From an optimization exercise on the open Yosys and OpenROAD flow, aimed at small area, a short achievable clock period and few clock cycles; shortcuts taken in it are not production practice.
Only simulation tests tie the RTL to the original design; equivalence was not proved.

==> design.v <==
module Controller 
(input [6:0] i_Opcode,
 input [2:0] i_Funct3,
 output reg [2:0] o_ctrl_Mem_Mode,
 output reg o_ctrl_MemRead,
 output reg o_ctrl_MemWrite,
 output reg o_ctrl_RegWrite,
 output reg o_ctrl_MemToReg,
 output reg [2:0] o_ctrl_ImmSel,
 output reg [7:0] o_ctrl_Br_Mask,
 output reg [1:0] o_ctrl_ALUop,
 output reg o_ctrl_LUI,
 output reg o_ctrl_AUIPC,
 output reg o_ctrl_Imme
 );
 always@(*) begin
	o_ctrl_Mem_Mode = i_Funct3;
	o_ctrl_MemRead = (i_Opcode == 7'b0000011)?1'b1:1'b0;
	o_ctrl_MemWrite = (i_Opcode == 7'b0100011)?1'b1:1'b0;
	o_ctrl_RegWrite = (i_Opcode == 7'b1100011 || i_Opcode == 7'b0100011)?1'b0:1'b1;
	o_ctrl_MemToReg = (i_Opcode == 7'b0000011)?1'b1:1'b0;
	o_ctrl_ImmSel = (i_Opcode == 7'b0000011 || i_Opcode == 7'b1100111 || i_Opcode == 7'b0010011)?3'b000:(i_Opcode == 7'b0100011)?3'b001:(i_Opcode == 7'b1100011)?3'b010:(i_Opcode == 7'b0010111 || i_Opcode == 7'b0110111)?3'b011:(i_Opcode == 7'b1101111)?3'b100:3'b000;
	o_ctrl_Br_Mask[7] = (i_Opcode == 7'b1101111)?1'b1:1'b0;
	o_ctrl_Br_Mask[6] = (i_Opcode == 7'b1100111)?1'b1:1'b0;
	o_ctrl_Br_Mask[5] = (i_Opcode == 7'b1100011 && i_Funct3 == 3'b111)?1'b1:1'b0;
	o_ctrl_Br_Mask[4] = (i_Opcode == 7'b1100011 && i_Funct3 == 3'b110)?1'b1:1'b0;
	o_ctrl_Br_Mask[3] = (i_Opcode == 7'b1100011 && i_Funct3 == 3'b101)?1'b1:1'b0;
	o_ctrl_Br_Mask[2] = (i_Opcode == 7'b1100011 && i_Funct3 == 3'b001)?1'b1:1'b0;
	o_ctrl_Br_Mask[1] = (i_Opcode == 7'b1100011 && i_Funct3 == 3'b100)?1'b1:1'b0;
	o_ctrl_Br_Mask[0] = (i_Opcode == 7'b1100011 && i_Funct3 == 3'b000)?1'b1:1'b0;
	o_ctrl_ALUop = (i_Opcode == 7'b0000011 || i_Opcode == 7'b0100011 || i_Opcode == 7'b1100011 || i_Opcode == 7'b0010111 || i_Opcode == 7'b1100111)?2'b00:(i_Opcode == 7'b0110011)?2'b01:(i_Opcode == 7'b0010011)?2'b10:2'b00;
	o_ctrl_LUI = (i_Opcode == 7'b0110111)?1'b1:1'b0;
	o_ctrl_AUIPC = (i_Opcode == 7'b0010111)?1'b1:1'b0;
	o_ctrl_Imme = (i_Opcode == 7'b0110011)?1'b0:1'b1;
 end
endmodule 
module ALU_Control
(input [1:0] i_ctrl_ALUop,
 input [2:0] i_Funct3,
 input [6:0] i_Funct7,
 output reg [3:0] o_ctrl_ALU_Sel,
 output reg o_ctrl_Unsigned,
 output reg o_ctrl_HSU,
 output reg o_ctrl_Start_Mul,
 output reg o_ctrl_Start_Div
 );	
 wire w_ADD, w_SUB, w_XOR, w_OR, w_AND, w_SLL, w_SRL, w_SRA, w_SLT, w_SLTU, w_MUL, w_MULH, w_MULHSU, w_MULHU, w_DIV, w_DIVU, w_REM, w_REMU;
 assign w_ADD = ((i_ctrl_ALUop == 2'b01 && i_Funct7 == 7'b0000000 && i_Funct3 == 3'b000) || (i_ctrl_ALUop == 2'b10 && i_Funct3 == 3'b000));
 assign w_SUB = (i_ctrl_ALUop == 2'b01 && i_Funct7 == 7'b0100000 && i_Funct3 == 3'b000);
 assign w_XOR = ((i_ctrl_ALUop == 2'b01 && i_Funct7 == 7'b0000000 && i_Funct3 == 3'b100) || (i_ctrl_ALUop == 2'b10 && i_Funct3 == 3'b100));
 assign w_OR = ((i_ctrl_ALUop == 2'b01 && i_Funct7 == 7'b0000000 && i_Funct3 == 3'b110) || (i_ctrl_ALUop == 2'b10 && i_Funct3 == 3'b110));
 assign w_AND = ((i_ctrl_ALUop == 2'b01 && i_Funct7 == 7'b0000000 && i_Funct3 == 3'b111) || (i_ctrl_ALUop == 2'b10 && i_Funct3 == 3'b111));
 assign w_SLL = ((i_ctrl_ALUop == 2'b01 && i_Funct7 == 7'b0000000 && i_Funct3 == 3'b001) || (i_ctrl_ALUop == 2'b10 && i_Funct7 == 7'b0000000 && i_Funct3 == 3'b001));
 assign w_SRL = ((i_ctrl_ALUop == 2'b01 && i_Funct7 == 7'b0000000 && i_Funct3 == 3'b101) || (i_ctrl_ALUop == 2'b10 && i_Funct7 == 7'b0000000 && i_Funct3 == 3'b101));
 assign w_SRA = ((i_ctrl_ALUop == 2'b01 && i_Funct7 == 7'b0100000 && i_Funct3 == 3'b101) || (i_ctrl_ALUop == 2'b10 && i_Funct7 == 7'b0100000 && i_Funct3 == 3'b101));
 assign w_SLT = ((i_ctrl_ALUop == 2'b01 && i_Funct7 == 7'b0000000 && i_Funct3 == 3'b010) || (i_ctrl_ALUop == 2'b10 && i_Funct3 == 3'b010));
 assign w_SLTU = ((i_ctrl_ALUop == 2'b01 && i_Funct7 == 7'b0000000 && i_Funct3 == 3'b011) || (i_ctrl_ALUop == 2'b10 && i_Funct3 == 3'b011));
 assign w_MUL = (i_ctrl_ALUop == 2'b01 && i_Funct7 == 7'b0000001 && i_Funct3 == 3'b000);
 assign w_MULH = (i_ctrl_ALUop == 2'b01 && i_Funct7 == 7'b0000001 && i_Funct3 == 3'b001);
 assign w_MULHSU = (i_ctrl_ALUop == 2'b01 && i_Funct7 == 7'b0000001 && i_Funct3 == 3'b010);
 assign w_MULHU = (i_ctrl_ALUop == 2'b01 && i_Funct7 == 7'b0000001 && i_Funct3 == 3'b011);
 assign w_DIV = (i_ctrl_ALUop == 2'b01 && i_Funct7 == 7'b0000001 && i_Funct3 == 3'b100);
 assign w_DIVU = (i_ctrl_ALUop == 2'b01 && i_Funct7 == 7'b0000001 && i_Funct3 == 3'b101);
 assign w_REM = (i_ctrl_ALUop == 2'b01 && i_Funct7 == 7'b0000001 && i_Funct3 == 3'b110);
 assign w_REMU = (i_ctrl_ALUop == 2'b01 && i_Funct7 == 7'b0000001 && i_Funct3 == 3'b111);
 always@(*) begin
	if(i_ctrl_ALUop == 2'b00 || w_ADD) begin
		o_ctrl_ALU_Sel = 4'b0000;
	end else if (w_SUB) begin
		o_ctrl_ALU_Sel = 4'b0001;		
	end else if (w_XOR) begin
		o_ctrl_ALU_Sel = 4'b0010;
	end else if (w_OR) begin
		o_ctrl_ALU_Sel = 4'b0011;
	end else if (w_AND) begin 
		o_ctrl_ALU_Sel = 4'b0100;
	end else if (w_SLL) begin
		o_ctrl_ALU_Sel = 4'b0101;
	end else if (w_SRL) begin
		o_ctrl_ALU_Sel = 4'b0110;
	end else if (w_SRA) begin
		o_ctrl_ALU_Sel = 4'b0111;
	end else if (w_SLT) begin
		o_ctrl_ALU_Sel = 4'b1000;
	end else if (w_SLTU) begin
		o_ctrl_ALU_Sel = 4'b1001;
	end else if (w_MUL) begin 
		o_ctrl_ALU_Sel = 4'b1010;
	end else if(w_MULH) begin
		o_ctrl_ALU_Sel = 4'b1011;
	end else if(w_MULHSU) begin
		o_ctrl_ALU_Sel = 4'b1011;
	end else if(w_MULHU) begin
		o_ctrl_ALU_Sel = 4'b1011;
	end else if(w_DIV) begin
		o_ctrl_ALU_Sel = 4'b1100;
	end else if(w_DIVU) begin
		o_ctrl_ALU_Sel = 4'b1100;
	end else if(w_REM) begin
		o_ctrl_ALU_Sel = 4'b1101;
	end else if(w_REMU) begin
		o_ctrl_ALU_Sel = 4'b1101;
	end else begin
		o_ctrl_ALU_Sel = 4'b0000;
	end
	o_ctrl_Unsigned = w_MULHU | w_DIVU | w_REMU;
	o_ctrl_HSU = w_MULHSU | w_MULHU;
	o_ctrl_Start_Mul = w_MUL | w_MULH | w_MULHSU | w_MULHU;
	o_ctrl_Start_Div = w_DIV | w_DIVU | w_REM | w_REMU;
 end
endmodule
module ImmGen 
#(parameter WIDTH = 32)
(input wire [2:0] i_ctrl_ImmSel,
 input wire i_Funct7,
 input wire [31:7] i_Imme,
 output reg [31:0] o_Imme
 );
always @(*) begin
	case(i_ctrl_ImmSel)
	  3'b000: o_Imme = (i_Funct7)?{{22{i_Imme[31]}}, i_Imme[29:20]}:{{21{i_Imme[31]}}, i_Imme[30:20]};
	  3'b001: o_Imme = {{21{i_Imme[31]}}, i_Imme[30:25], i_Imme[11:8], i_Imme[7]};
	  3'b010: o_Imme = {{20{i_Imme[31]}}, i_Imme[7], i_Imme[30:25], i_Imme[11:8], 1'b0};
	  3'b011: o_Imme = {i_Imme[31:12], 12'h0};
	  3'b100: o_Imme = {{12{i_Imme[31]}}, i_Imme[19:12], i_Imme[20], i_Imme[30:21], 1'b0};
	  default: o_Imme = 32'h0;
	 endcase
end
endmodule
module RegisterFile
#(parameter DATA_WIDTH = 32,
  parameter MEMORY_DEPTH = 32)
(input wire clk, n_rst,
 input wire [4:0] i_rs1,
 input wire [4:0] i_rs2,
 input wire [4:0] i_rd,
 input wire [DATA_WIDTH-1:0] i_WriteData,
 input wire i_ctrl_RegWrite,
 output reg [DATA_WIDTH-1:0] o_Read1,
 output reg [DATA_WIDTH-1:0] o_Read2
 );
reg [DATA_WIDTH-1:0] memory [1:MEMORY_DEPTH-1];
always@(*) begin
	o_Read1 = (i_rs1 == 5'h0) ? {DATA_WIDTH{1'b0}} : memory[i_rs1];
	o_Read2 = (i_rs2 == 5'h0) ? {DATA_WIDTH{1'b0}} : memory[i_rs2];
end
always@(posedge clk) begin
	if (n_rst) begin
		if(i_ctrl_RegWrite && i_rd != 5'h0) begin
			memory[i_rd] <= i_WriteData;
		end
	end
end
endmodule
module Decompression_Unit (input [15:0] i_low_inst,
									input [15:0] i_high_inst,
                           output reg [31:0] o_inst,
									output reg        o_ctrl_is_C_inst);
always @(*) begin
	if (i_low_inst[1:0] == 2'b00) begin 
		o_ctrl_is_C_inst = 1'b1;
		case (i_low_inst[15:13]) 
			3'b000: begin 
				if (i_low_inst[12:5] == 0) o_inst = 0;  
				else begin  
					o_inst[6:0] = 7'b0010011;  
					o_inst[11:7] = {2'b01,i_low_inst[4:2]};  
					o_inst[14:12] = 3'b000;  
					o_inst[19:15] = 5'b00010;  
					o_inst[31:20] = {2'b00, i_low_inst[10:7], i_low_inst[12:11], i_low_inst[5], i_low_inst[6], 2'b00};  
				end
			end
			3'b010: begin  
				o_inst[6:0] = 7'b0000011;  
				o_inst[11:7] = {2'b01,i_low_inst[4:2]};  
				o_inst[14:12] = 3'b010;  
				o_inst[19:15] = {2'b01,i_low_inst[9:7]};  
				o_inst[31:20] = {5'h0,i_low_inst[5], i_low_inst[12:10], i_low_inst[6], 2'b00};  
			end
			3'b110: begin  
				o_inst[6:0] = 7'b0100011;  
				o_inst[11:7] = {i_low_inst[11:10], i_low_inst[6], 2'b00};  
				o_inst[14:12] = 3'b010;  
				o_inst[19:15] = {2'b01,i_low_inst[9:7]};  
				o_inst[24:20] = {2'b01,i_low_inst[4:2]};  
				o_inst[31:25] = {5'h0,i_low_inst[5], i_low_inst[12]};  
			end
			default o_inst = 32'h0;
		endcase			
	end 
	else if (i_low_inst[1:0] == 2'b01) begin 
		o_ctrl_is_C_inst = 1'b1;
		case (i_low_inst[15:13]) 
			3'b000: begin  
				o_inst[6:0] = 7'b0010011;  
				o_inst[11:7] = i_low_inst[11:7];  
				o_inst[14:12] = 3'b000;  
				o_inst[19:15] = i_low_inst[11:7];  
				o_inst[31:20] = {{7{i_low_inst[12]}}, i_low_inst[6:2]};  
			end
			3'b001: begin  
				o_inst[6:0] = 7'b1101111;  
				o_inst[11:7] = 5'b00001;  
				o_inst[31:12] = {i_low_inst[12], i_low_inst[8], i_low_inst[10:9], i_low_inst[6], i_low_inst[7], i_low_inst[2], i_low_inst[11], i_low_inst[5:3], {9{i_low_inst[12]}}};
			end
			3'b010: begin  
				o_inst[6:0] = 7'b0010011;  
				o_inst[11:7] = i_low_inst[11:7];  
				o_inst[14:12] = 3'b000;  
				o_inst[19:15] = 5'h0;  
				o_inst[31:20] = {{7{i_low_inst[12]}}, i_low_inst[6:2]};  
			end
			3'b011: begin  
				if (i_low_inst[11:7] == 5'h2) begin  
					o_inst[6:0] = 7'b0010011;  
					o_inst[11:7] = i_low_inst[11:7];  
					o_inst[14:12] = 3'b000;  
					o_inst[19:15] = i_low_inst[11:7];  
					o_inst[31:20] = {{3{i_low_inst[12]}}, i_low_inst[4:3], i_low_inst[5], i_low_inst[2], i_low_inst[6], 4'h0};  
				end else begin  
					o_inst[6:0] = 7'b0110111;  
					o_inst[11:7] = i_low_inst[11:7];  
					o_inst[31:12] = {{15{i_low_inst[12]}}, i_low_inst[6:2]};  
				end
			end
			3'b100: begin  
				if (i_low_inst[11:10] == 2'b00) begin  
					o_inst[6:0] = 7'b0010011;  
					o_inst[11:7] = {2'b01,i_low_inst[9:7]};  
					o_inst[14:12] = 3'b101;  
					o_inst[19:15] = {2'b01,i_low_inst[9:7]};  
					o_inst[24:20] = i_low_inst[6:2];  
					o_inst[31:25] = 7'h0;  
				end else if (i_low_inst[11:10] == 2'b01) begin  
					o_inst[6:0] = 7'b0010011;  
					o_inst[11:7] = {2'b01,i_low_inst[9:7]};  
					o_inst[14:12] = 3'b101;  
					o_inst[19:15] = {2'b01,i_low_inst[9:7]};  
					o_inst[24:20] = {i_low_inst[6:2]};  
					o_inst[31:25] = 7'b0100000;  
				end else if (i_low_inst[11:10] == 2'b10) begin  
					o_inst[6:0] = 7'b0010011;  
					o_inst[11:7] = {2'b01,i_low_inst[9:7]};  
					o_inst[14:12] = 3'b111;  
					o_inst[19:15] = {2'b01,i_low_inst[9:7]};  
					o_inst[31:20] = {{7{i_low_inst[12]}}, i_low_inst[6:2]};  
				end else begin
					if (i_low_inst[12] == 1'b0) begin  
						if (i_low_inst[6:5] == 2'b00) begin  
							o_inst[6:0] = 7'b0110011;  
							o_inst[11:7] = {2'b01,i_low_inst[9:7]};  
							o_inst[14:12] = 3'b000;  
							o_inst[19:15] = {2'b01,i_low_inst[9:7]};  
							o_inst[24:20] = {2'b01,i_low_inst[4:2]};  
							o_inst[31:25] = 7'b0100000;  
						end else if (i_low_inst[6:5] == 2'b01) begin  
							o_inst[6:0] = 7'b0110011;  
							o_inst[11:7] = {2'b01,i_low_inst[9:7]};  
							o_inst[14:12] = 3'b100;  
							o_inst[19:15] = {2'b01,i_low_inst[9:7]};  
							o_inst[24:20] = {2'b01,i_low_inst[4:2]};  
							o_inst[31:25] = 7'b0000000;  
						end else if (i_low_inst[6:5] == 2'b10) begin  
							o_inst[6:0] = 7'b0110011;  
							o_inst[11:7] = {2'b01,i_low_inst[9:7]};  
							o_inst[14:12] = 3'b110;  
							o_inst[19:15] = {2'b01,i_low_inst[9:7]};  
							o_inst[24:20] = {2'b01,i_low_inst[4:2]};  
							o_inst[31:25] = 7'b0000000;  
						end else begin  
							o_inst[6:0] = 7'b0110011;  
							o_inst[11:7] = {2'b01,i_low_inst[9:7]};  
							o_inst[14:12] = 3'b111;  
							o_inst[19:15] = {2'b01,i_low_inst[9:7]};  
							o_inst[24:20] = {2'b01,i_low_inst[4:2]};  
							o_inst[31:25] = 7'b0000000;  
						end
					end else o_inst = 32'h0;
				end	
			end
			3'b101: begin  
				o_inst[6:0] = 7'b1101111;  
				o_inst[11:7] = 5'b00000;  
				o_inst[31:12] = {i_low_inst[12], i_low_inst[8], i_low_inst[10:9], i_low_inst[6], i_low_inst[7], i_low_inst[2], i_low_inst[11], i_low_inst[5:3], {9{i_low_inst[12]}}};
			end
			3'b110: begin  
				o_inst[6:0] = 7'b1100011;  
				o_inst[11:7] = {i_low_inst[11:10], i_low_inst[4:3], i_low_inst[12]};  
				o_inst[14:12] = 3'b000;  
				o_inst[19:15] = {2'b01,i_low_inst[9:7]};  
				o_inst[24:20] = 5'h0;  
				o_inst[31:25] = {{4{i_low_inst[12]}}, i_low_inst[6:5], i_low_inst[2]};  
			end
			3'b111: begin  
				o_inst[6:0] = 7'b1100011;  
				o_inst[11:7] = {i_low_inst[11:10], i_low_inst[4:3], i_low_inst[12]};  
				o_inst[14:12] = 3'b001;  
				o_inst[19:15] = {2'b01,i_low_inst[9:7]};  
				o_inst[24:20] = 5'h0;  
				o_inst[31:25] = {{4{i_low_inst[12]}}, i_low_inst[6:5], i_low_inst[2]};  
			end
			default o_inst = 32'h0;
		endcase
	end
	else if (i_low_inst[1:0] == 2'b10) begin  
		o_ctrl_is_C_inst = 1'b1;
		case (i_low_inst[15:13]) 
			3'b000: begin  
				o_inst[6:0] = 7'b0010011;  
				o_inst[11:7] = i_low_inst[11:7];  
				o_inst[14:12] = 3'b001;  
				o_inst[19:15] = i_low_inst[11:7];  
				o_inst[24:20] = {i_low_inst[6:2]};  
				o_inst[31:25] = 7'b0000000;  
			end
			3'b010: begin  
				o_inst[6:0] = 7'b0000011;  
				o_inst[11:7] = i_low_inst[11:7];  
				o_inst[14:12] = 3'b010;  
				o_inst[19:15] = 5'd2;  
				o_inst[31:20] = {4'b0, i_low_inst[3:2], i_low_inst[12], i_low_inst[6:4], 2'b00};  
			end
			3'b100: begin 
				if (i_low_inst[12] == 1'b0 && i_low_inst[6:2] == 5'd0) begin 
					o_inst[6:0] = 7'b1100111;  
					o_inst[11:7] = 5'd0;  
					o_inst[14:12] = 3'b000;  
					o_inst[19:15] = i_low_inst[11:7];  
					o_inst[31:20] = 12'h0;  
				end
				else if (i_low_inst[12] == 1'b0 && i_low_inst[6:2] != 5'd0) begin 
					o_inst[6:0] = 7'b0110011;  
					o_inst[11:7] = i_low_inst[11:7];  
					o_inst[14:12] = 3'b000;  
					o_inst[19:15] = 5'd0;  
					o_inst[24:20] = i_low_inst[6:2];  
					o_inst[31:25] = 7'b0000000;  
				end
				else if (i_low_inst[12] == 1'b1 && i_low_inst[6:2] == 5'd0) begin 
					o_inst[6:0] = 7'b1100111;  
					o_inst[11:7] = 5'd1;  
					o_inst[14:12] = 3'b000;  
					o_inst[19:15] = i_low_inst[11:7];  
					o_inst[31:20] = 12'h0;  
				end
				else begin  
					o_inst[6:0] = 7'b0110011;  
					o_inst[11:7] = i_low_inst[11:7];  
					o_inst[14:12] = 3'b000;  
					o_inst[19:15] = i_low_inst[11:7];  
					o_inst[24:20] = i_low_inst[6:2];  
					o_inst[31:25] = 7'b0000000;  
				end
			end
			3'b110: begin  
				o_inst[6:0] = 7'b0100011;  
				o_inst[11:7] = {i_low_inst[11:9], 2'b00};  
				o_inst[14:12] = 3'b010;  
				o_inst[19:15] = 5'd2;  
				o_inst[24:20] = i_low_inst[6:2];  
				o_inst[31:25] = {4'h0,i_low_inst[8:7], i_low_inst[12]};  
			end
			default o_inst = 32'h0;
		endcase
	end
	else begin
		o_ctrl_is_C_inst = 1'b0;
		o_inst = {i_high_inst,i_low_inst};
	end
end									
endmodule
module MulDiv
(input clk,
 input n_rst,
 input i_start_mul,
 input i_start_div,
 input [2:0] i_funct3,
 input [31:0] i_A,
 input [31:0] i_B,
 output [31:0] o_result,
 output o_busy
 );
 localparam S_IDLE = 3'd0, S_MUL = 3'd1, S_DCLZ = 3'd2, S_DSHIFT = 3'd3, S_DITER = 3'd4, S_FIN = 3'd5;
 reg [2:0] r_state;
 reg [4:0] r_cnt;
 reg [32:0] r_S;      
 reg [32:0] r_C;      
 reg r_cin;           
 reg [31:0] r_lo;     
 reg [31:0] r_D;      
 reg [31:0] r_X;      
 assign o_busy = (i_start_mul | i_start_div) & (r_state != S_FIN);
 wire [40:0] w_X = {9'd0, r_X};
 wire [40:0] pp0 = r_D[0] ? w_X       : 41'd0;
 wire [40:0] pp1 = r_D[1] ? w_X << 1  : 41'd0;
 wire [40:0] pp2 = r_D[2] ? w_X << 2  : 41'd0;
 wire [40:0] pp3 = r_D[3] ? w_X << 3  : 41'd0;
 wire [40:0] pp4 = r_D[4] ? w_X << 4  : 41'd0;
 wire [40:0] pp5 = r_D[5] ? w_X << 5  : 41'd0;
 wire [40:0] pp6 = r_D[6] ? w_X << 6  : 41'd0;
 wire [40:0] pp7 = r_D[7] ? w_X << 7  : 41'd0;
 wire [40:0] a0 = {8'd0, r_S};
 wire [40:0] a1 = {8'd0, r_C};
 wire [40:0] s1 = pp0 ^ pp1 ^ pp2;
 wire [40:0] c1 = ((pp0 & pp1) | (pp0 & pp2) | (pp1 & pp2)) << 1;
 wire [40:0] s2 = pp3 ^ pp4 ^ pp5;
 wire [40:0] c2 = ((pp3 & pp4) | (pp3 & pp5) | (pp4 & pp5)) << 1;
 wire [40:0] s3 = pp6 ^ pp7 ^ a0;
 wire [40:0] c3 = ((pp6 & pp7) | (pp6 & a0) | (pp7 & a0)) << 1;
 wire [40:0] s4 = s1 ^ c1 ^ s2;
 wire [40:0] c4 = ((s1 & c1) | (s1 & s2) | (c1 & s2)) << 1;
 wire [40:0] s5 = c2 ^ s3 ^ c3;
 wire [40:0] c5 = ((c2 & s3) | (c2 & c3) | (s3 & c3)) << 1;
 wire [40:0] s6 = s4 ^ c4 ^ s5;
 wire [40:0] c6 = ((s4 & c4) | (s4 & s5) | (c4 & s5)) << 1;
 wire [40:0] s7 = c5 ^ a1 ^ s6;
 wire [40:0] c7 = ((c5 & a1) | (c5 & s6) | (a1 & s6)) << 1;
 wire [40:0] s8 = s7 ^ c7 ^ c6;
 wire [40:0] c8 = ((s7 & c7) | (s7 & c6) | (c7 & c6)) << 1;
 wire [8:0] w_lowsum = {1'b0, s8[7:0]} + {1'b0, c8[7:0]} + {8'd0, r_cin};
 wire w_mul_neg = (i_funct3[1:0] != 2'b11) & r_X[31];
 wire [31:0] w_nb = w_mul_neg ? ~i_B : 32'd0;
 wire [31:0] w_ht = r_S[31:0] ^ r_C[31:0] ^ w_nb;
 wire [31:0] w_hc = {((r_S[30:0] & r_C[30:0]) | (r_S[30:0] & w_nb[30:0]) | (r_C[30:0] & w_nb[30:0])), r_cin};
 wire [31:0] w_mhi = w_ht + w_hc + {31'd0, w_mul_neg};
 wire w_div_signed = ~i_funct3[0];
 wire [31:0] w_absA = (w_div_signed & i_A[31]) ? -i_A : i_A;
 wire [31:0] w_absB = (w_div_signed & i_B[31]) ? -i_B : i_B;
 wire [5:0] w_zr, w_zd;
 LZC32 lzr (.i_x(r_S[31:0]), .o_z(w_zr));
 LZC32 lzd (.i_x(r_D), .o_z(w_zd));
 wire [5:0] w_shift = w_zd - w_zr;
 wire [32:0] w_diff = {1'b0, r_S[31:0]} - {1'b0, r_D};
 always @(posedge clk or negedge n_rst) begin
	if (!n_rst) begin
		r_state <= S_IDLE;
		r_cnt <= 5'd0;
	end else begin
		case (r_state)
			S_IDLE: begin
				r_cnt <= 5'd0;
				if (i_start_mul) r_state <= S_MUL;
				else if (i_start_div) r_state <= S_DCLZ;
			end
			S_MUL: begin
				r_cnt <= r_cnt + 5'd1;
				if (r_cnt[1:0] == 2'd3) r_state <= S_FIN;
			end
			S_DCLZ: begin
				r_cnt <= w_shift[4:0];
				if (w_zd[5] || w_zd < w_zr) r_state <= S_FIN;
				else r_state <= S_DSHIFT;
			end
			S_DSHIFT: r_state <= S_DITER;
			S_DITER: begin
				r_cnt <= r_cnt - 5'd1;
				if (r_cnt == 5'd0) r_state <= S_FIN;
			end
			default: r_state <= S_IDLE;
		endcase
	end
 end
 always @(posedge clk) begin
	case (r_state)
		S_IDLE: begin
			r_C <= 33'd0;
			r_cin <= 1'b0;
			if (i_start_mul) begin
				r_X <= i_A;
				r_D <= i_B;
				r_S <= 33'd0;
			end else begin
				r_S <= {1'b0, w_absA};
				r_D <= w_absB;
			end
		end
		S_MUL: begin
			r_S <= s8[40:8];
			r_C <= c8[40:8];
			r_cin <= w_lowsum[8];
			r_lo <= {w_lowsum[7:0], r_lo[31:8]};
			r_D <= r_D >> 8;
		end
		S_DCLZ: begin
			r_lo <= w_zd[5] ? 32'hFFFFFFFF : 32'd0;
		end
		S_DSHIFT: begin
			r_D <= r_D << r_cnt;
		end
		S_DITER: begin
			if (!w_diff[32]) r_S[31:0] <= w_diff[31:0];
			r_lo <= {r_lo[30:0], ~w_diff[32]};
			r_D <= r_D >> 1;
		end
		default: ;
	endcase
 end
 wire [31:0] w_dval = i_funct3[1] ? r_S[31:0] : r_lo;
 wire w_dneg = w_div_signed & (i_funct3[1] ? i_A[31] : (i_A[31] ^ i_B[31]));
 wire [31:0] w_dres = w_dneg ? -w_dval : w_dval;
 assign o_result = i_funct3[2] ? w_dres : ((i_funct3[1:0] == 2'b00) ? r_lo : w_mhi);
endmodule
module LZC32
(input [31:0] i_x,
 output [5:0] o_z
 );
 wire [15:0] v1;
 wire [15:0] z1;
 genvar g;
 generate
	for (g = 0; g < 16; g = g + 1) begin : l1
		assign v1[g] = i_x[2*g+1] | i_x[2*g];
		assign z1[g] = ~i_x[2*g+1];
	end
 endgenerate
 wire [7:0] v2;
 wire [15:0] z2;
 generate
	for (g = 0; g < 8; g = g + 1) begin : l2
		assign v2[g] = v1[2*g+1] | v1[2*g];
		assign z2[2*g+1:2*g] = v1[2*g+1] ? {1'b0, z1[2*g+1]} : {1'b1, z1[2*g]};
	end
 endgenerate
 wire [3:0] v3;
 wire [11:0] z3;
 generate
	for (g = 0; g < 4; g = g + 1) begin : l3
		assign v3[g] = v2[2*g+1] | v2[2*g];
		assign z3[3*g+2:3*g] = v2[2*g+1] ? {1'b0, z2[4*g+3:4*g+2]} : {1'b1, z2[4*g+1:4*g]};
	end
 endgenerate
 wire [1:0] v4;
 wire [7:0] z4;
 generate
	for (g = 0; g < 2; g = g + 1) begin : l4
		assign v4[g] = v3[2*g+1] | v3[2*g];
		assign z4[4*g+3:4*g] = v3[2*g+1] ? {1'b0, z3[6*g+5:6*g+3]} : {1'b1, z3[6*g+2:6*g]};
	end
 endgenerate
 wire [4:0] z5 = v4[1] ? {1'b0, z4[7:4]} : {1'b1, z4[3:0]};
 assign o_z = (v4[1] | v4[0]) ? {1'b0, z5} : 6'd32;
endmodule
module ALU
#(parameter DATA_WIDTH = 32)
(input [3:0] i_ctrl_ALU_Sel,
 input i_ctrl_Sub,
 input [DATA_WIDTH-1:0] i_A,
 input [DATA_WIDTH-1:0] i_B,
 input [DATA_WIDTH-1:0] i_MD_Result,
 output reg [DATA_WIDTH-1:0] o_ALU_Result,
 output [DATA_WIDTH-1:0] o_Sum,
 output o_EQ,
 output o_LT,
 output o_LTU
 );
 wire [DATA_WIDTH:0] w_sum = {1'b0, i_A} + {1'b0, i_B ^ {DATA_WIDTH{i_ctrl_Sub}}} + {{DATA_WIDTH{1'b0}}, i_ctrl_Sub};
 assign o_Sum = w_sum[DATA_WIDTH-1:0];
 assign o_LTU = ~w_sum[DATA_WIDTH];
 assign o_LT = (i_A[DATA_WIDTH-1] ^ i_B[DATA_WIDTH-1]) ? i_A[DATA_WIDTH-1] : w_sum[DATA_WIDTH-1];
 assign o_EQ = (i_A == i_B);
 wire w_left = (i_ctrl_ALU_Sel == 4'b0101);
 wire w_fill = (i_ctrl_ALU_Sel == 4'b0111) & i_A[DATA_WIDTH-1];
 reg [DATA_WIDTH-1:0] w_shin, w_shres;
 wire [DATA_WIDTH-1:0] w_shout;
 integer k;
 always @(*) begin
	for (k = 0; k < DATA_WIDTH; k = k + 1) w_shin[k] = w_left ? i_A[DATA_WIDTH-1-k] : i_A[k];
 end
 wire [2*DATA_WIDTH-1:0] w_shext = {{DATA_WIDTH{w_fill}}, w_shin} >> i_B[4:0];
 assign w_shout = (|i_B[DATA_WIDTH-1:5]) ? {DATA_WIDTH{w_fill}} : w_shext[DATA_WIDTH-1:0];
 always @(*) begin
	for (k = 0; k < DATA_WIDTH; k = k + 1) w_shres[k] = w_left ? w_shout[DATA_WIDTH-1-k] : w_shout[k];
 end
 always @(*) begin
	case (i_ctrl_ALU_Sel)
		4'b0000, 4'b0001: o_ALU_Result = o_Sum;
		4'b0010: o_ALU_Result = i_A ^ i_B;
		4'b0011: o_ALU_Result = i_A | i_B;
		4'b0100: o_ALU_Result = i_A & i_B;
		4'b0101, 4'b0110, 4'b0111: o_ALU_Result = w_shres;
		4'b1000: o_ALU_Result = {{(DATA_WIDTH-1){1'b0}}, o_LT};
		4'b1001: o_ALU_Result = {{(DATA_WIDTH-1){1'b0}}, o_LTU};
		4'b1010, 4'b1011, 4'b1100, 4'b1101: o_ALU_Result = i_MD_Result;
		default: o_ALU_Result = {DATA_WIDTH{1'b0}};
	endcase
 end
endmodule
module DataMem
#(parameter DATA_WIDTH = 32)
(input i_ctrl_MemRead,
 input [2:0] i_ctrl_Mem_Mode,
 input [1:0] i_Offset,
 input [DATA_WIDTH-1:0] i_dmem_rdata,
 output reg [DATA_WIDTH-1:0] o_MemOut
 );
wire [1:0] offset = i_Offset;
wire [1:0] w_ctrl_Mode = i_ctrl_Mem_Mode[1:0];
wire w_ctrl_UnsignLoad = i_ctrl_Mem_Mode[2];
wire [DATA_WIDTH-1:0] word = i_dmem_rdata;
always@(*) begin
	if(i_ctrl_MemRead) begin
		case(w_ctrl_Mode)
			2'b00:
				begin
					case(offset)
						2'b00: o_MemOut = (w_ctrl_UnsignLoad)?{24'b0, word[7:0]}:{{24{word[7]}}, word[7:0]};
						2'b01: o_MemOut = (w_ctrl_UnsignLoad)?{24'b0, word[15:8]}:{{24{word[15]}}, word[15:8]};
						2'b10: o_MemOut = (w_ctrl_UnsignLoad)?{24'b0, word[23:16]}:{{24{word[23]}}, word[23:16]};
						2'b11: o_MemOut = (w_ctrl_UnsignLoad)?{24'b0, word[31:24]}:{{24{word[31]}}, word[31:24]};
					endcase
				end
			2'b01:
				begin
					case(offset[1])
						1'b0: o_MemOut = (w_ctrl_UnsignLoad)?{16'b0, word[15:0]}:{{16{word[15]}}, word[15:0]};
						1'b1: o_MemOut = (w_ctrl_UnsignLoad)?{16'b0, word[31:16]}:{{16{word[31]}}, word[31:16]};
					endcase
				end
			2'b10: o_MemOut = word;
			default: o_MemOut = 32'b0;
		endcase
	end else begin
		o_MemOut = 32'b0;
	end
end
endmodule
module StoreFormat
#(parameter DATA_WIDTH = 32)
(input i_ctrl_MemWrite,
 input [2:0] i_ctrl_Mem_Mode,
 input [1:0] i_Offset,
 input [DATA_WIDTH-1:0] i_WriteData,
 output reg [DATA_WIDTH-1:0] o_wdata,
 output reg [3:0] o_wstrb
 );
always@(*) begin
	case(i_ctrl_Mem_Mode[1:0])
		2'b00: o_wdata = {4{i_WriteData[7:0]}};
		2'b01: o_wdata = {2{i_WriteData[15:0]}};
		default: o_wdata = i_WriteData;
	endcase
	o_wstrb = 4'b0000;
	if(i_ctrl_MemWrite) begin
		case(i_ctrl_Mem_Mode[1:0])
			2'b00:
				case(i_Offset)
					2'b00: o_wstrb = 4'b0001;
					2'b01: o_wstrb = 4'b0010;
					2'b10: o_wstrb = 4'b0100;
					2'b11: o_wstrb = 4'b1000;
				endcase
			2'b01: o_wstrb = i_Offset[1] ? 4'b1100 : 4'b0011;
			2'b10: o_wstrb = 4'b1111;
			default: o_wstrb = 4'b0000;
		endcase
	end
end
endmodule
module RV32ICM
#(parameter DATA_WIDTH = 32)
(input clk,
 input n_rst,
 output [DATA_WIDTH-1:0] o_imem_addr,
 input  [DATA_WIDTH-1:0] i_imem_rdata,
 output [DATA_WIDTH-1:0] o_dmem_addr,
 output [DATA_WIDTH-1:0] o_dmem_wdata,
 output [3:0] o_dmem_wstrb,
 input  [DATA_WIDTH-1:0] i_dmem_rdata
 );
 wire w_busy;
 wire w_ex_redirect;
 wire [31:0] w_ex_target;
 wire w_id_stall;
 wire [31:0] w_id_pcimm, w_id_pcnext;
 reg [31:0] r_PC;
 wire [31:0] w_IF_inst;
 wire w_IF_isC;
 Decompression_Unit Decomp (.i_low_inst(i_imem_rdata[15:0]),
                            .i_high_inst(i_imem_rdata[31:16]),
                            .o_inst(w_IF_inst),
                            .o_ctrl_is_C_inst(w_IF_isC));
 assign o_imem_addr = r_PC;
 wire [31:0] w_PC2 = r_PC + 32'd2;
 wire [31:0] w_PC4 = r_PC + 32'd4;
 wire [31:0] w_PC_seq = w_IF_isC ? w_PC2 : w_PC4;
 wire [31:0] w_raw = i_imem_rdata;
 wire w_q1 = (w_raw[1:0] == 2'b01);
 wire w_jal32 = (w_raw[6:0] == 7'b1101111);
 wire w_br32 = (w_raw[6:0] == 7'b1100011) & (w_raw[14:13] != 2'b01) & w_raw[31];
 wire w_cj = w_q1 & (w_raw[14:13] == 2'b01);
 wire w_cbr = w_q1 & (w_raw[15:14] == 2'b11) & w_raw[12];
 wire w_IF_pred = w_jal32 | w_br32 | w_cj | w_cbr;
 reg [31:0] w_pimm;
 always @(*) begin
	case ({w_q1, w_raw[2]})
		2'b00, 2'b01: w_pimm = w_raw[2] ? {{12{w_raw[31]}}, w_raw[19:12], w_raw[20], w_raw[30:21], 1'b0}
		                                : {{20{w_raw[31]}}, w_raw[7], w_raw[30:25], w_raw[11:8], 1'b0};
		default: w_pimm = w_raw[14] ? {{24{w_raw[12]}}, w_raw[6:5], w_raw[2], w_raw[11:10], w_raw[4:3], 1'b0}
		                            : {{21{w_raw[12]}}, w_raw[8], w_raw[10:9], w_raw[6], w_raw[7], w_raw[2], w_raw[11], w_raw[5:3], 1'b0};
	endcase
 end
 wire [31:0] w_PC_pred = r_PC + w_pimm;
 always @(posedge clk or negedge n_rst) begin
	if (!n_rst) r_PC <= 32'd0;
	else if (!w_busy) begin
		if (w_ex_redirect) r_PC <= w_ex_target;
		else if (w_id_stall) r_PC <= r_PC;
		else if (w_IF_pred) r_PC <= w_PC_pred;
		else r_PC <= w_PC_seq;
	end
 end
 reg r_IFID_valid;
 reg [31:0] r_IFID_inst, r_IFID_PC;
 reg r_IFID_isC, r_IFID_pred;
 always @(posedge clk or negedge n_rst) begin
	if (!n_rst) r_IFID_valid <= 1'b0;
	else if (!w_busy) begin
		if (w_ex_redirect) r_IFID_valid <= 1'b0;
		else if (!w_id_stall) r_IFID_valid <= 1'b1;
	end
 end
 always @(posedge clk) begin
	if (!w_busy && !w_id_stall) begin
		r_IFID_inst <= w_IF_inst;
		r_IFID_PC <= r_PC;
		r_IFID_isC <= w_IF_isC;
		r_IFID_pred <= w_IF_pred;
	end
 end
 wire [31:0] I = r_IFID_inst;
 wire [6:0] w_op = I[6:0];
 wire [2:0] w_f3 = I[14:12];
 wire [6:0] w_f7 = I[31:25];
 wire [4:0] w_rs1 = I[19:15];
 wire [4:0] w_rs2 = I[24:20];
 wire [4:0] w_rd = I[11:7];
 wire [2:0] w_Mem_Mode, w_ImmSel;
 wire w_MemRead, w_MemWrite, w_RegWrite, w_MemToReg, w_LUI, w_AUIPC, w_Imme;
 wire [7:0] w_Br_Mask;
 wire [1:0] w_ALUop;
 Controller Ctrler (.i_Opcode(w_op), .i_Funct3(w_f3),
                    .o_ctrl_Mem_Mode(w_Mem_Mode), .o_ctrl_MemRead(w_MemRead),
                    .o_ctrl_MemWrite(w_MemWrite), .o_ctrl_RegWrite(w_RegWrite),
                    .o_ctrl_MemToReg(w_MemToReg), .o_ctrl_ImmSel(w_ImmSel),
                    .o_ctrl_Br_Mask(w_Br_Mask), .o_ctrl_ALUop(w_ALUop),
                    .o_ctrl_LUI(w_LUI), .o_ctrl_AUIPC(w_AUIPC), .o_ctrl_Imme(w_Imme));
 wire [31:0] w_imm;
 ImmGen immgen1 (.i_Imme(I[31:7]), .i_ctrl_ImmSel(w_ImmSel), .i_Funct7(I[30]), .o_Imme(w_imm));
 wire [3:0] w_ALU_Sel;
 wire w_Unsigned, w_HSU, w_Start_Mul, w_Start_Div;
 ALU_Control ALUctrl1 (.i_ctrl_ALUop(w_ALUop), .i_Funct3(w_f3), .i_Funct7(w_f7),
                       .o_ctrl_ALU_Sel(w_ALU_Sel), .o_ctrl_Unsigned(w_Unsigned), .o_ctrl_HSU(w_HSU),
                       .o_ctrl_Start_Mul(w_Start_Mul), .o_ctrl_Start_Div(w_Start_Div));
 wire w_is_branch = |w_Br_Mask[5:0];
 wire w_is_jal = w_Br_Mask[7];
 wire w_is_jalr = w_Br_Mask[6];
 wire w_is_op = (w_op == 7'b0110011);
 wire w_use_rs1 = ~(w_LUI | w_AUIPC | w_is_jal);
 wire w_use_rs2 = w_is_op | w_MemWrite | (w_op == 7'b1100011);
 wire w_we = w_RegWrite & (w_rd != 5'd0);
 wire w_sub = (w_ALU_Sel == 4'b0001) | (w_ALU_Sel == 4'b1000) | (w_ALU_Sel == 4'b1001) | w_is_branch;
 wire w_use_alt = w_LUI | w_AUIPC | w_is_jal | w_is_jalr;
 assign w_id_pcimm = r_IFID_PC + w_imm;
 assign w_id_pcnext = r_IFID_PC + (r_IFID_isC ? 32'd2 : 32'd4);
 wire [31:0] w_alt = (w_LUI | w_MemWrite) ? w_imm : ((w_AUIPC | (w_is_branch & ~r_IFID_pred)) ? w_id_pcimm : w_id_pcnext);
 wire w_MEM_we;
 wire [4:0] w_MEM_rd;
 wire [31:0] w_MEM_data;
 wire [31:0] w_rf1, w_rf2;
 RegisterFile RegFile1 (.clk(clk), .n_rst(n_rst), .i_rs1(w_rs1), .i_rs2(w_rs2),
                        .i_rd(w_MEM_rd), .i_WriteData(w_MEM_data), .i_ctrl_RegWrite(w_MEM_we),
                        .o_Read1(w_rf1), .o_Read2(w_rf2));
 wire [31:0] w_r1 = (w_MEM_we && w_MEM_rd == w_rs1) ? w_MEM_data : w_rf1;
 wire [31:0] w_r2 = (w_MEM_we && w_MEM_rd == w_rs2) ? w_MEM_data : w_rf2;
 wire w_use_imm = ~(w_is_op | (w_op == 7'b1100011) | w_MemWrite);
 reg r_IDEX_valid;
 reg r_IDEX_we, r_IDEX_MemRead, r_IDEX_MemWrite, r_IDEX_Start_Mul, r_IDEX_Start_Div;
 reg r_IDEX_is_branch, r_IDEX_is_jalr, r_IDEX_pred, r_IDEX_use_alt, r_IDEX_sub;
 reg [2:0] r_IDEX_f3;
 reg [3:0] r_IDEX_ALU_Sel;
 reg [4:0] r_IDEX_rd;
 reg r_IDEX_fa_mem, r_IDEX_fb_mem;
 reg [31:0] r_IDEX_r1, r_IDEX_r2, r_IDEX_alt;   
 reg r_EXMEM_we, r_EXMEM_MemRead;
 reg [3:0] r_EXMEM_wstrb;
 reg [2:0] r_EXMEM_f3;
 reg [4:0] r_EXMEM_rd;
 reg [31:0] r_EXMEM_result, r_EXMEM_sdata;
 wire w_IDEX_we_v = r_IDEX_valid & r_IDEX_we;
 assign w_id_stall = r_IFID_valid & r_IDEX_valid & r_IDEX_MemRead & r_IDEX_we &
                     ((w_use_rs1 & (r_IDEX_rd == w_rs1)) | (w_use_rs2 & (r_IDEX_rd == w_rs2)));
 always @(posedge clk or negedge n_rst) begin
	if (!n_rst) r_IDEX_valid <= 1'b0;
	else if (!w_busy) r_IDEX_valid <= r_IFID_valid & ~w_ex_redirect & ~w_id_stall;
 end
 always @(posedge clk) begin
	if (!w_busy) begin
		r_IDEX_we <= w_we;
		r_IDEX_MemRead <= w_MemRead;
		r_IDEX_MemWrite <= w_MemWrite;
		r_IDEX_Start_Mul <= w_Start_Mul;
		r_IDEX_Start_Div <= w_Start_Div;
		r_IDEX_is_branch <= w_is_branch;
		r_IDEX_is_jalr <= w_is_jalr;
		r_IDEX_pred <= r_IFID_pred;
		r_IDEX_use_alt <= w_use_alt;
		r_IDEX_sub <= w_sub;
		r_IDEX_f3 <= w_f3;
		r_IDEX_ALU_Sel <= w_ALU_Sel;
		r_IDEX_rd <= w_rd;
		r_IDEX_fa_mem <= w_IDEX_we_v & (r_IDEX_rd == w_rs1);
		r_IDEX_fb_mem <= w_IDEX_we_v & (r_IDEX_rd == w_rs2) & ~w_use_imm;
		r_IDEX_r1 <= w_r1;
		r_IDEX_r2 <= w_use_imm ? w_imm : w_r2;
		r_IDEX_alt <= w_alt;
	end
 end
 wire [31:0] w_A = r_IDEX_fa_mem ? r_EXMEM_result : r_IDEX_r1;
 wire [31:0] w_B = r_IDEX_fb_mem ? r_EXMEM_result : r_IDEX_r2;
 wire [31:0] w_opB = r_IDEX_MemWrite ? r_IDEX_alt : w_B;
 wire [31:0] w_MD_Result;
 wire w_MD_Busy;
 MulDiv md1 (.clk(clk), .n_rst(n_rst),
             .i_start_mul(r_IDEX_valid & r_IDEX_Start_Mul),
             .i_start_div(r_IDEX_valid & r_IDEX_Start_Div),
             .i_funct3(r_IDEX_f3), .i_A(w_A), .i_B(w_B),
             .o_result(w_MD_Result), .o_busy(w_MD_Busy));
 assign w_busy = w_MD_Busy;
 wire [31:0] w_ALU_Result, w_Sum;
 wire w_EQ, w_LT, w_LTU;
 ALU alu1 (.i_ctrl_ALU_Sel(r_IDEX_ALU_Sel), .i_ctrl_Sub(r_IDEX_sub), .i_A(w_A), .i_B(w_opB),
           .i_MD_Result(w_MD_Result), .o_ALU_Result(w_ALU_Result), .o_Sum(w_Sum),
           .o_EQ(w_EQ), .o_LT(w_LT), .o_LTU(w_LTU));
 reg w_cond;
 always @(*) begin
	case (r_IDEX_f3)
		3'b000: w_cond = w_EQ;
		3'b001: w_cond = ~w_EQ;
		3'b100: w_cond = w_LT;
		3'b101: w_cond = ~w_LT;
		3'b110: w_cond = w_LTU;
		default: w_cond = ~w_LTU;
	endcase
 end
 assign w_ex_redirect = r_IDEX_valid & (r_IDEX_is_jalr | (r_IDEX_is_branch & (w_cond ^ r_IDEX_pred)));
 assign w_ex_target = r_IDEX_is_jalr ? w_Sum : r_IDEX_alt;
 wire [31:0] w_EX_result = r_IDEX_use_alt ? r_IDEX_alt : w_ALU_Result;
 wire [31:0] w_EX_wdata;
 wire [3:0] w_EX_wstrb;
 StoreFormat SF (.i_ctrl_MemWrite(r_IDEX_valid & r_IDEX_MemWrite), .i_ctrl_Mem_Mode(r_IDEX_f3),
                 .i_Offset(w_Sum[1:0]), .i_WriteData(w_B), .o_wdata(w_EX_wdata), .o_wstrb(w_EX_wstrb));
 always @(posedge clk or negedge n_rst) begin
	if (!n_rst) begin
		r_EXMEM_we <= 1'b0;
		r_EXMEM_MemRead <= 1'b0;
		r_EXMEM_wstrb <= 4'b0000;
	end else if (!w_busy) begin
		r_EXMEM_we <= w_IDEX_we_v;
		r_EXMEM_MemRead <= r_IDEX_valid & r_IDEX_MemRead;
		r_EXMEM_wstrb <= w_EX_wstrb;
	end
 end
 always @(posedge clk) begin
	if (!w_busy) begin
		r_EXMEM_f3 <= r_IDEX_f3;
		r_EXMEM_rd <= r_IDEX_rd;
		r_EXMEM_result <= w_EX_result;
		r_EXMEM_sdata <= w_EX_wdata;
	end
 end
 wire [31:0] w_MemOut;
 DataMem DMEM (.i_ctrl_MemRead(r_EXMEM_MemRead), .i_ctrl_Mem_Mode(r_EXMEM_f3),
               .i_Offset(r_EXMEM_result[1:0]), .i_dmem_rdata(i_dmem_rdata), .o_MemOut(w_MemOut));
 assign o_dmem_addr = r_EXMEM_result;
 assign o_dmem_wdata = r_EXMEM_sdata;
 assign o_dmem_wstrb = r_EXMEM_wstrb;
 assign w_MEM_we = r_EXMEM_we;
 assign w_MEM_rd = r_EXMEM_rd;
 assign w_MEM_data = r_EXMEM_MemRead ? w_MemOut : r_EXMEM_result;
endmodule
==> flow/run.sh <==
#!/bin/bash
# The standard layout (the standard.sh: ORFS synthesis to finish), with
# timing repair asked to leave 7 ns of setup margin at the design's clock
# period, so that the repair sizes and buffers the critical paths further.
# The clock period, constraints and synthesis are unchanged.
export SETUP_SLACK_MARGIN=7
bash standard.sh > standard.log 2>&1
==> standard.sh <==
#!/bin/bash
# synth_recipe.tcl (not shown) runs the flow's synth.tcl, then flattens the netlist and writes it again
# the make line also repeats each setting of config.mk as NAME=value (left out here)
make -C /OpenROAD-flow-scripts/flow DESIGN_CONFIG=/design/flow/config.mk WORK_HOME=/design/flow/orfs CLKGATE_MAP_FILE= SYNTH_SCRIPT=/design/flow/synth_recipe.tcl "${@:-finish}"
==> config.mk <==
export PLATFORM = sky130hd
export DESIGN_NAME = RV32ICM
export DESIGN_NICKNAME = RV32ICM
export VERILOG_FILES = /design/flow/design.v
export SDC_FILE = /design/flow/constraint.sdc
export NUM_CORES = 4
export LEC_CHECK = 0
export CAP_MARGIN = 20
export CORE_MARGIN = 2
export CORE_UTILIZATION = 40
export PLACE_DENSITY = 0.6
export SLEW_MARGIN = 20
==> constraint.sdc <==
create_clock -name core_clock -period 12.0 [get_ports {clk}]
set_input_delay 2.4000 -clock core_clock [delete_from_list [all_inputs] [get_ports {clk}]]
set_output_delay 2.4000 -clock core_clock [all_outputs]
set_load 0.01 [all_outputs]
==> flow_summary.toml, run 1 <==
[worst_setup_path]
r2r_slack_ns = 6.76
worstPathRequired_ns = 12.71
cp.arrival_ns = 6.04
reg2regPathDepth = 17
reg2reg_from = "r_EXMEM_result[11]$_DFFE_PN_"
crit_fanout = 5
path_buf_inv = 6
critPathMaxStageDelay_ns = 0.34
startpoint_type = "input pin"
cp.depth = 21
cp_top_family = "compound AO/OA/AOI/OAI gates"
r2r_end = "r_EXMEM_result[28]$_DFFE_PN_"
crit_chain = "buf_8 > buf_12 > buf_6 > buf_12 > nand2_8 > buf_6 > a21oi_4 > ha_4 > a211o_1 > or3_1 > o211ai_1 > buf_4 > o21ai_4 > a211o_1 > nand2_2 > o211ai_1 > a31o_2 > a21oi_2 > xor2_1 > o21ai_1 > a221o_1"
cp-end-kind = "flop"
critical_path_class = "input pin to flop"
cp_slowest_cell = "a211o_1"

[timing]
slew_viol_final = 0
fin_skew_ns = 0.0512
max_freq_ghz = 0.188
period_minus_slack_ns = 5.33
finalHoldViolations = 0
setup_viol = 0
finalCritPeriodShare_pct = 44.4
rsz0062_at_grt = "yes"
worst_pin_slew_ns = 1.19
holdWs_ns = 0.475
max_slew_margin_pct = 20.3
fin_tns_setup_ns = 0

[die]
start_util_pct = 40.3
die_area_sq_um = 247000
pin_count = 166
placementRows = 180
core_area_sq_um = 241000
die_w_um = 497
die_h_um = 497

[routing]
wl_per_cell_um = 34.6
viasPerCell = 6.47
vias = 75200
drtAntennaViolNets = 0
drtPass1Iterations = 8
routed_wl_um = 402000
drc = 0
drtIter0Drc = 9920

[flow_run]
maxCapViolCount = 0

[global_routing]
grt_antenna_before_repair = 34
grt_pass1_vias = 72800
grt_max_degree = 137
grt-ovfl-total = 0
grt_pass1_wl_um = 557000
grt.total_usage_pct = 31.8

[layout]
final_cell_mix = "edfxtp_1 (1412), mux4_2 (588), nand2_1 (550)"
final_nets = 8887
final_common_cell = "edfxtp_1"
multiInputGateArea_sq_um = 52900
fillers = 21500
drive_above_1_share_pct = 22.5
seq_area_sq_um = 43700
syn2layout_area_growth_pct = 17.6

[min_path]
min_to = "r_EXMEM_wstrb[2]$_DFFE_PN0N_"
hold_depth = 2
hp-start = "r_EXMEM_wstrb[2]$_DFFE_PN0N_"
hold_path.class = "flop to flop"

[logic_synthesis]
synth_nets = 8566
yosysWarningCount = 10
synth_seq_cells = 1465
netlist_area_sq_um = 97100
synth_enable_flop_cells = 1412
ys.flop_type = "edfxtp_1"
yosysSeqAreaShare_pct = 45.0
synth_cells = 7943
synth_area_per_cell_sq_um = 12.2
ys_types = 101
synthArstFlopShare_pct = 3.28

[placed_design]
gp_congestion = 1.05
dp_hpwl_um = 275000
numPortBuffers = 165

[status]
status = "no timing/DRC/antenna violations"

[clock_tree]
h-tree-depth = 4
cts.clk_slew.worst_paths_ns = 0.05
cts_inserted_buffers = 161
numClockSinks = 1465
cts_root_buf = "clkbuf_16"
clk_path_buf_depth = 3
cts_tree = "done"
clk_latency_ns = 0.86
cts_hold_buffers = 0
==> worst min-delay path: cells and delay by family, from the launching register on <==
family,cells,cell delay [ns]
simple gates,1,0.04
compound gates,1,0.06
flops,1,0.34
==> final cells by class <==
| class | count | area share, % |
|---|---|---|
| antenna | 36 | 0.0789 |
| multi-input combinational | 5508 | 46.3 |
| timing repair buffer | 645 | 5.51 |
| inverter | 479 | 1.64 |
| clock inverter | 87 | 0.907 |
| sequential | 1465 | 38.3 |
| timing repair inverter | 4 | 0.0263 |
| clock buffer | 205 | 3.72 |
| tap | 3185 | 3.49 |
==> flip-flops by register name, summed over array words and instances (netlist names), 5 cells and up, named ones only <==
| register | count |
|---|---|
| r_IDEX_r1 | 32 |
| RegFile1.memory | 992 |
| r_IFID_inst | 32 |
| r_EXMEM_result | 32 |
| md1.r_lo | 32 |
| r_EXMEM_sdata | 32 |
| md1.r_cnt | 5 |
| r_EXMEM_rd | 5 |
| r_IDEX_rd | 5 |
| r_IDEX_alt | 32 |
| md1.r_S | 32 |
| md1.r_D | 32 |
| r_IDEX_r2 | 32 |
| r_PC | 32 |
| md1.r_X | 32 |
| md1.r_C | 33 |
| r_IFID_PC | 32 |
==> layer usage <==
layer	GRT usage, %	share of wire [%]	vias up
met3	6.63	9.6	1120
met4	19.5	7.6	12
li1	-	-	31100
met1	41.3	38	38600
met5	0	0.020	-
met2	48.9	45	4365
==> metrics by stage <==
stage               std cells  setup WS (ns)  util, %  area [sq um]
floorplan                7943           6.21        -         97400
global route            11600           6.50     47.4        114000
detailed placement      11000           4.58     42.8        103000
finish                  11600           6.67     47.4        114000
CTS                     11500           6.71     46.5        112000
global placement        11000           4.53     42.8        103000
==> timing repair <==
action,CTS,global route
setup endpoints to repair,254,297
cloned,19,9
pin swaps,70,130
resized for setup,448,248
buffers inserted,144,95
==> synth_stat cells (47+ instances only) <==
library cell / count / share of area [%]
nor3_1: 100 / 0.52
dfrtp_1: 48 / 1.2
a21oi_1: 521 / 2.7
xnor2_1: 198 / 1.8
o21ai_0: 356 / 1.8
o221ai_1: 48 / 0.43
a22oi_1: 77 / 0.60
o22ai_1: 81 / 0.52
inv_1: 470 / 1.8
nor2_1: 584 / 2.3
clkbuf_1: 365 / 1.4
a211oi_1: 118 / 0.91
edfxtp_1: 1412 / 44
mux2i_1: 388 / 4.0
fa_1: 282 / 5.8
xor2_1: 101 / 0.91
and2_1: 221 / 1.4
mux2_2: 70 / 0.81
a21o_1: 77 / 0.60
buf_1: 84 / 0.32
nand3_1: 78 / 0.40
a221o_1: 57 / 0.59
nand2_1: 565 / 2.2
mux4_2: 588 / 14
ha_1: 275 / 3.5
a31oi_1: 47 / 0.30
==> how the worst max path moves through the flow <==
stage               startpoint                   end  slack (ns)
4_1_cts        i_imem_rdata[1]  r_PC[31]$_DFFE_PN0P_        6.71
6_report       i_imem_rdata[0]  r_PC[30]$_DFFE_PN0P_        6.67
3_5_place_dp   i_imem_rdata[1]  r_PC[30]$_DFFE_PN0P_        4.58
2_1_floorplan  i_imem_rdata[0]  r_PC[30]$_DFFE_PN0P_        6.21
3_3_place_gp   i_imem_rdata[1]  r_PC[30]$_DFFE_PN0P_        4.53
5_1_grt        i_imem_rdata[0]  r_PC[31]$_DFFE_PN0P_        6.50
==> cells by family (layout without fill, tap and decap cells) <==
group	after synthesis	after routing	share of synthesized area (%)
flops	1465	1465	45.0
mux	1053	1053	18.6
other cells	1	37	0.00386
fa+ha+maj	557	557	9.36
buf+inv	977	1420	3.91
compound gates	1742	1746	11.6
simple gates	1848	1851	8.89
xor+xnor	300	300	2.71
Testbench counts, summed over its fixed seeds: cycles 34,891.
==> run 2: changes to the inputs <==
--- a/design.v
+++ b/design.v
@@ -424,3 +424,2 @@
  wire [31:0] w_hc = {((r_S[30:0] & r_C[30:0]) | (r_S[30:0] & w_nb[30:0]) | (r_C[30:0] & w_nb[30:0])), r_cin};
- wire [31:0] w_mhi = w_ht + w_hc + {31'd0, w_mul_neg};
  wire w_div_signed = ~i_funct3[0];
@@ -499,4 +498,6 @@
  wire w_dneg = w_div_signed & (i_funct3[1] ? i_A[31] : (i_A[31] ^ i_B[31]));
- wire [31:0] w_dres = w_dneg ? -w_dval : w_dval;
- assign o_result = i_funct3[2] ? w_dres : ((i_funct3[1:0] == 2'b00) ? r_lo : w_mhi);
+ wire [31:0] w_fa = i_funct3[2] ? (w_dval ^ {32{w_dneg}}) : w_ht;
+ wire [31:0] w_fb = i_funct3[2] ? 32'd0 : w_hc;
+ wire [31:0] w_fsum = w_fa + w_fb + {31'd0, i_funct3[2] ? w_dneg : w_mul_neg};
+ assign o_result = (i_funct3 == 3'b000) ? r_lo : w_fsum;
 endmodule
@@ -682,5 +683,5 @@
  assign o_imem_addr = r_PC;
- wire [31:0] w_PC2 = r_PC + 32'd2;
- wire [31:0] w_PC4 = r_PC + 32'd4;
- wire [31:0] w_PC_seq = w_IF_isC ? w_PC2 : w_PC4;
+ wire [29:0] w_PC_inc = r_PC[31:2] + 30'd1;
+ wire w_PC_carry = w_IF_isC ? r_PC[1] : 1'b1;
+ wire [31:0] w_PC_seq = {w_PC_carry ? w_PC_inc : r_PC[31:2], r_PC[1] ^ w_IF_isC, r_PC[0]};
  wire [31:0] w_raw = i_imem_rdata;
--- a/config.mk
+++ b/config.mk
@@ -9,4 +9,4 @@
 export CORE_MARGIN = 2
-export CORE_UTILIZATION = 40
-export PLACE_DENSITY = 0.6
+export CORE_UTILIZATION = 60
+export PLACE_DENSITY = 0.75
 export SLEW_MARGIN = 20
==> run 2 against run 1 <==
Net effect: final area decreased by 2.6%; critical path depth decreased by 7; global-route usage increased by 16 points; final cell count decreased by 11%; clock-buffer cell count decreased by 19; sequential share of layout area increased by 1.0 points; flip-flop and latch count unchanged; wire length decreased by 2.5%; area after synthesis decreased by 0.91%; critical path type is now flop to flop.
==> flow_summary.toml, run 2 <==
[timing]
worst_pin_slew_ns = 1.28
period_minus_slack_ns = 5.41
finalCritPeriodShare_pct = 45.1
rsz0062_at_grt = "yes"
max_freq_ghz = 0.185
fin_tns_setup_ns = 0
fin_skew_ns = 0.0855
max_slew_margin_pct = 13.7
slew_viol_final = 0
finalHoldViolations = 0
setup_viol = 0

[min_path]
hold_path.class = "flop to flop"

[logic_synthesis]
synth_xor_area_share_pct = 2.82
synth_enable_flop_cells = 1412
synth.mux.area_fraction_pct = 18.8
yosysWarningCount = 10
synth_common_cells = "edfxtp_1 (1412), mux4_2 (579), nand2_1 (557)"
synth-compound-area-share_pct = 11.2
synth_nets = 8449
yosys-top-cells-area = "edfxtp_1 (44%), mux4_2 (14%), fa_1 (5.9%)"
yosysMostFrequentCell = "edfxtp_1"
yosys.area.top_type = "edfxtp_1"
yosys.area.top_type_share_pct = 44.1
synth_fa_ha_area_share_pct = 9.44
yosys.area_share.simple_pct = 8.57
netlist_area_sq_um = 96200
synth_area_per_cell_sq_um = 12.3
synthArstFlopShare_pct = 3.28
ys.flop_type = "edfxtp_1"
synth_top_family_by_area = "multiplexers"
yosysSeqAreaShare_pct = 45.4
synth_cells = 7827
synth_seq_cells = 1465
ys_types = 90

[placed_design]
dp_hpwl_um = 258000
numPortBuffers = 165
dpl_cell_area_sq_um = 101000
gp_congestion = 1.09
dp.cells = 9779

[layout]
final_cell_mix = "edfxtp_1 (1412), mux4_2 (579), nand2_1 (530)"
largest_register_ffs = 992
design_area_sq_um = 111000
final_common_cell = "edfxtp_1"
syn2layout_area_growth_pct = 15.5
layout.cells.non_filler = 10300
reg.largest.list = "RegFile1.memory x992, md1.r_C x33"
final_nets = 8744
largest-register = "RegFile1.memory"
drive_above_1_share_pct = 22.3

[routing]
drc = 0
viasPerCell = 7.49
drtAntennaViolNets = 0
drtIter0Drc = 12500
wl_per_cell_um = 37.9
vias = 77300
routed_wl_um = 392000
drtPass1Iterations = 12

[die]
placementRows = 146
pin_count = 166
core_area_sq_um = 159000
die_area_sq_um = 164000
die_w_um = 404
die_h_um = 404
start_util_pct = 60.6

[clock_tree]
h-tree-depth = 4
clk_path_buf_depth = 3
numClockSinks = 1465
cts.clk_slew.worst_paths_ns = 0.07
cts_root_buf = "clkbuf_16"
cts_hold_buffers = 0
cts_inserted_buffers = 154
cts_tree = "done"
clk_latency_ns = 0.86

[status]
status = "no timing/DRC/antenna violations"

[global_routing]
grt_antenna_before_repair = 19
grt_max_degree = 125
grt-ovfl-total = 0
grt.total_usage_pct = 47.3
grt_pass1_wl_um = 550000
grt_pass1_vias = 74900

[worst_setup_path]
cp.arrival_ns = 6.05
cp-end-kind = "flop"
worstPathRequired_ns = 12.64
critical_path_class = "flop to flop"
startpoint_type = "flop"
r2r_slack_ns = 6.59
crit_fanout = 7

[flow_run]
maxCapViolCount = 0
run 2: final cells by class:
class / instances / area (sq um)
clock inverter: 90 / 1140
inverter: 453 / 1790
multi-input combinational: 5411 / 51700
sequential: 1465 / 43700
timing repair buffer: 632 / 6200
fill: 10900 / 47500
antenna: 10 / 25.0
tap: 2072 / 2590
timing repair inverter: 5 / 28.8
clock buffer: 186 / 4000
run 2: cell families (layout without fill, tap and decap cells):
kind of cell,Yosys count,count (layout)
AOI/OAI and AO/OA,1690,1690
xor gates and xnor gates,310,310
DFF,1465,1465
adders and majority gates,557,557
other,1,11
muxes,1069,1069
and+or+nand+nor,1780,1784
buffers and inverters,955,1366
run 2: metal layers:
metal	share of wire (%)	GRT usage (%)	vias up	wire [um]
met1	33	59.4	38100	129000
met2	43	69.6	6953	170000
met4	8.8	31.7	16	34300
met3	15	16.2	1835	57700
met5	0.070	0.624	-	275
li1	-	-	30400	-
run 2: per-stage QoR:
| step | setup WS (ns) | utilization, % | hold slack [ns] |
|---|---|---|---|
| after floorplan | 6.57 | - | 0.424 |
| after global placement | 4.89 | 63.6 | 0.483 |
| after CTS | 6.88 | 68.5 | 0.492 |
| after detailed placement | 4.69 | 63.6 | 0.470 |
| final | 6.59 | 70.0 | 0.487 |
| after global routing | 6.74 | 70.0 | 0.504 |
run 2: worst paths after layout:
kind	to	cells past startpoint	start
max	r_EXMEM_result[6]$_DFFE_PN_	14	r_EXMEM_result[0]$_DFFE_PN_
max in group asynchronous	md1.r_cnt[1]$_DFFE_PN0P_	3	n_rst
min	r_IDEX_rd[3]$_DFFE_PN_	0	r_IFID_inst[10]$_DFFE_PP_
max reg2reg	r_EXMEM_result[6]$_DFFE_PN_	14	r_EXMEM_result[0]$_DFFE_PN_
min in group asynchronous	r_PC[10]$_DFFE_PN0P_	2	n_rst
min reg2reg	r_IDEX_rd[3]$_DFFE_PN_	0	r_IFID_inst[10]$_DFFE_PP_
run 2: worst max-delay path: stages, from the launching register on:
cell and delay [ns]:
edfxtp_1 0.69, mux2i_4 0.40, clkinv_4 0.18, nor2_4 0.13, fa_1 0.39, mux2_4 0.28
fa_2 0.36, fa_2 0.43, a21oi_4 0.18, o21bai_4 0.11, a211oi_4 0.33, nor2_2 0.09
o31ai_1 1.05, a211oi_1 0.31, o21ai_0 0.29
run 2: what timing repair did:
action                                  in CTS  in global routing
setup buffers                              110                115
cloned                                      21                 13
pin swaps                                   59                151
endpoints found under the setup margin     152                380
resized for setup                          328                322
Testbench counts of run 2, summed over its fixed seeds: cycles 34,891.

-- re-timing with driven ports --
The flow's constraints put no driver on any port. The routed layouts listed below were extracted and timed again, unchanged, in two steps.
Step 1 sets driving cells, clkbuf_16 on the clock port and buf_2 on the other inputs (assumed; they add their load-dependent delay and slew).
Step 2, shift: input delay + t, output delay - t, t = (earliest + latest rising clock arrival at the registers) / 2. This alone moves slack from input paths to output paths.
a / b / c = ideal / step 1 / step 2; a / b = the first two.
| run | shift t [ns] | setup WS [ns] | worst setup path at the end |
|---|---|---|---|
| run 1 | 0.930 | 6.671 / 6.708 / 5.778 | input to register |
| run 2 | 0.910 | 6.591 / 6.591 / 6.012 | input to register |
After both steps every run listed still meets setup and hold. The setup slack of run 1, which loses most, moves by +0.037 ns with the drivers and by -0.893 ns with both steps.
